This design comes from an exercise in tuning for small area and a short achievable clock period on the open sky130 flow, not from production work.
In this exercise RTL edits were held to simulation tests only and were not proved equivalent to the original.
Power and IR drop assume default switching activity.

Setup of tundra:
==> flow/design.v (excerpt) <==
module dsp_mult #
(
    parameter WIDTH = 32
)
(
    input  wire                  clk,
    input  wire                  rst,
    input  wire [WIDTH-1:0]      input_a_tdata,
    input  wire                  input_a_tvalid,
    output wire                  input_a_tready,
    input  wire [WIDTH-1:0]      input_b_tdata,
    input  wire                  input_b_tvalid,
    output wire                  input_b_tready,
    input  wire [WIDTH-1:0]      input_c_tdata,
    input  wire                  input_c_tvalid,
    output wire                  input_c_tready,
    output wire [(WIDTH*2)-1:0]  output_tdata,
    output reg                   output_tvalid,
    input  wire                  output_tready
);
assign input_a_tready = input_b_tvalid & output_tready;
assign input_b_tready = input_a_tvalid & output_tready;
assign input_c_tready = input_c_tvalid & output_tready;
wire go = input_a_tvalid & input_b_tvalid & input_c_tvalid & output_tready;
reg v1, v2, v3;
always @(posedge clk) begin
    v1 <= go & ~rst;
    v2 <= go & ~rst & v1;
    v3 <= go & ~rst & v2;
    output_tvalid <= go & ~rst & v3;
end
reg [31:0] a1, c1;
reg [15:0] one, two, neg;
wire [32:0] bx = {input_b_tdata, 1'b0};
always @(posedge clk) begin
    a1 <= input_a_tdata;
    c1 <= input_c_tdata;
end
genvar g;
generate for (g = 0; g < 16; g = g + 1) begin : enc
    always @(posedge clk) begin
        one[g] <= bx[2*g+1] ^ bx[2*g];
  ...
For scale: ~2700 cells after synthesis, roughly 380 flip-flops, about 170 I/O pins.
==> flow/config.mk <==
export PLATFORM = sky130hd
export DESIGN_NAME = dsp_mult
export DESIGN_NICKNAME = dsp_mult
export VERILOG_FILES = /design/flow/design.v
export SDC_FILE = /design/flow/constraint.sdc
export NUM_CORES = 4
export LEC_CHECK = 0
export ABC_AREA = 1
export CAP_MARGIN = 20
export CORE_MARGIN = 2
export CORE_UTILIZATION = 65
export CTS_BUF_LIST = sky130_fd_sc_hd__clkbuf_8
export CTS_CLUSTER_DIAMETER = 50
export CTS_CLUSTER_SIZE = 24
export SLEW_MARGIN = 20
export SYNTH_HIERARCHICAL = 1
==> flow/constraint.sdc <==
create_clock -name core_clock -period 9.5 [get_ports {clk}]
set_input_delay 1.9000 -clock core_clock [delete_from_list [all_inputs] [get_ports {clk}]]
set_output_delay 1.9000 -clock core_clock [all_outputs]
set_load 0.01 [all_outputs]
standard.sh (not shown) runs the stock make flow with config.mk's settings and CLKGATE_MAP_FILE= SYNTH_SCRIPT=/design/flow/synth_recipe.tcl, a recipe that flattens the netlist after the stock synthesis.
==> flow/flow/run.sh <==
#!/bin/bash
# The standard layout (the standard.sh, unchanged synthesis) with two changes:
#  - the port buffers that global placement inserts are plain buf_1 cells instead
#    of the delay buffers buffer_ports picks by default;
#  - timing repair aims for a setup margin of 5.5 ns (the period less 5.5 ns).
set -euo pipefail
export BUFFER_PORTS_ARGS="-buffer_cell sky130_fd_sc_hd__buf_1"
export SETUP_SLACK_MARGIN=5.5
bash standard.sh > standard.log 2>&1
### tundra -> amber
# tundra
export LEC_CHECK = 0
export ABC_AREA = 1
export CAP_MARGIN = 20
export CORE_MARGIN = 2
export CORE_UTILIZATION = 65
export CTS_BUF_LIST = sky130_fd_sc_hd__clkbuf_8
export CTS_CLUSTER_DIAMETER = 50
export CTS_CLUSTER_SIZE = 24
export SLEW_MARGIN = 20
export SYNTH_HIERARCHICAL = 1
create_clock -name core_clock -period 9.5 [get_ports {clk}]
# amber
export LEC_CHECK = 0
export ABC_AREA = 1
export CAP_MARGIN = 20
export CORE_MARGIN = 2
export CORE_UTILIZATION = 55
export CTS_BUF_LIST = sky130_fd_sc_hd__clkbuf_8
export SLEW_MARGIN = 20
export SYNTH_HIERARCHICAL = 1
create_clock -name core_clock -period 9.5 [get_ports {clk}]
--- outcome ---
amber vs. tundra: total power of the final layout went up by 0.00017 W. On global-route track usage on met1: between tundra and amber, it ends up higher for tundra. Compared with tundra, placement density in the core of amber is lower. Going from tundra to amber, height of the chip moved up; clock network latency to the later pin of the worst-skew pair moved up; cell area after layout moved up.
Relative to amber, the following input files were edited for maple:
# amber
export LEC_CHECK = 0
export ABC_AREA = 1
export CAP_MARGIN = 20
export CORE_MARGIN = 2
export CORE_UTILIZATION = 55
export CTS_BUF_LIST = sky130_fd_sc_hd__clkbuf_8
export SLEW_MARGIN = 20
export SYNTH_HIERARCHICAL = 1
create_clock -name core_clock -period 9.5 [get_ports {clk}]
# maple
export LEC_CHECK = 0
export ABC_AREA = 1
export CAP_MARGIN = 20
export CORE_MARGIN = 2
export CORE_UTILIZATION = 40
export CTS_BUF_LIST = sky130_fd_sc_hd__clkbuf_4
export SLEW_MARGIN = 20
export SYNTH_HIERARCHICAL = 1
create_clock -name core_clock -period 9.5 [get_ports {clk}]
Results
Against amber, global-route wire length before repair in maple rose by a few percent. Total power for maple: 1.2% up relative to amber. The worst setup path endpoint comes out input_b_tready in one run and input_c_tready in the other, namely in amber and maple respectively. STATUS core area: maple loses against amber. maple vs. amber: clock network contribution to total cell area went up; worst ir drop on vdd dropped about 12%; number of nets in the final layout now larger; total non-filler cell area in the finished layout saw an increase. Changes observed in maple relative to amber: number of ordinary and repair buffers in the finished layout has increased; sequential share of layout area saw a decrease; layout clock buffer count saw an increase; initial cell density of the core decreased 15 points.
For cedar, these inputs were changed with respect to maple:
# maple
export LEC_CHECK = 0
export ABC_AREA = 1
export CAP_MARGIN = 20
export CORE_MARGIN = 2
export CORE_UTILIZATION = 40
export CTS_BUF_LIST = sky130_fd_sc_hd__clkbuf_4
export SLEW_MARGIN = 20
export SYNTH_HIERARCHICAL = 1
create_clock -name core_clock -period 9.5 [get_ports {clk}]
# cedar
export LEC_CHECK = 0
export ABC_AREA = 1
export CAP_MARGIN = 20
export CORE_MARGIN = 2
export CORE_UTILIZATION = 65
export CTS_BUF_LIST = sky130_fd_sc_hd__clkbuf_8
export CTS_CLUSTER_DIAMETER = 50
export CTS_CLUSTER_SIZE = 24
export SLEW_MARGIN = 20
export SYNTH_HIERARCHICAL = 1
export TNS_END_PERCENT = 10
create_clock -name core_clock -period 9.5 [get_ports {clk}]
Notes after the runs:
cedar completed; timing, DRC and antenna clean. On overall die area, cedar does better than maple. | wire length | cedar vs maple | better |. Final cell utilization of the core ends up lower on maple. Looking at met2 capacity usage during global routing, cedar sits 18 points above maple. In terms of maximum frequency, cedar and maple differ only marginally. Looking at cedar and maple, the switching power is a wash.

[afterwards: timing with drivers on the ports]
The flow's constraints put no driver on any port. The routed layouts listed below were extracted and timed again, unchanged, in two steps.
Step 1, drivers: a clkbuf_16 drives clk and a buf_2 each remaining input, both assumed.
Step 2 also shifts input and output timing later by t, the mid clock arrival at the registers, as if the neighbouring blocks saw the same clock.
Three values: ideal ports, drivers, drivers and shift; two values: the first two.
| run | shift t [ns] | setup slack, ns | worst hold slack (ns) | worst setup path at the end | worst data-port slew with drivers (ns) |
|---|---|---|---|---|---|
| tundra | 0.708 | 5.378 / 5.337 / 5.337 | 0.310 / 0.310 / 0.310 | input to output | 0.07 |
| amber | 0.744 | 5.388 / 5.349 / 5.349 | 0.320 / 0.320 / 0.320 | input to output | 0.07 |
| maple | 0.958 | 5.390 / 5.347 / 5.347 | 0.321 / 0.321 / 0.321 | input to output | 0.11 |
| cedar | 0.707 | 5.391 / 5.342 / 5.342 | 0.311 / 0.311 / 0.311 | input to output | 0.07 |
After both steps setup and hold are still met in every run listed. The setup slack of cedar, which loses most, moves by -0.049 ns with the drivers and by -0.049 ns with both steps.
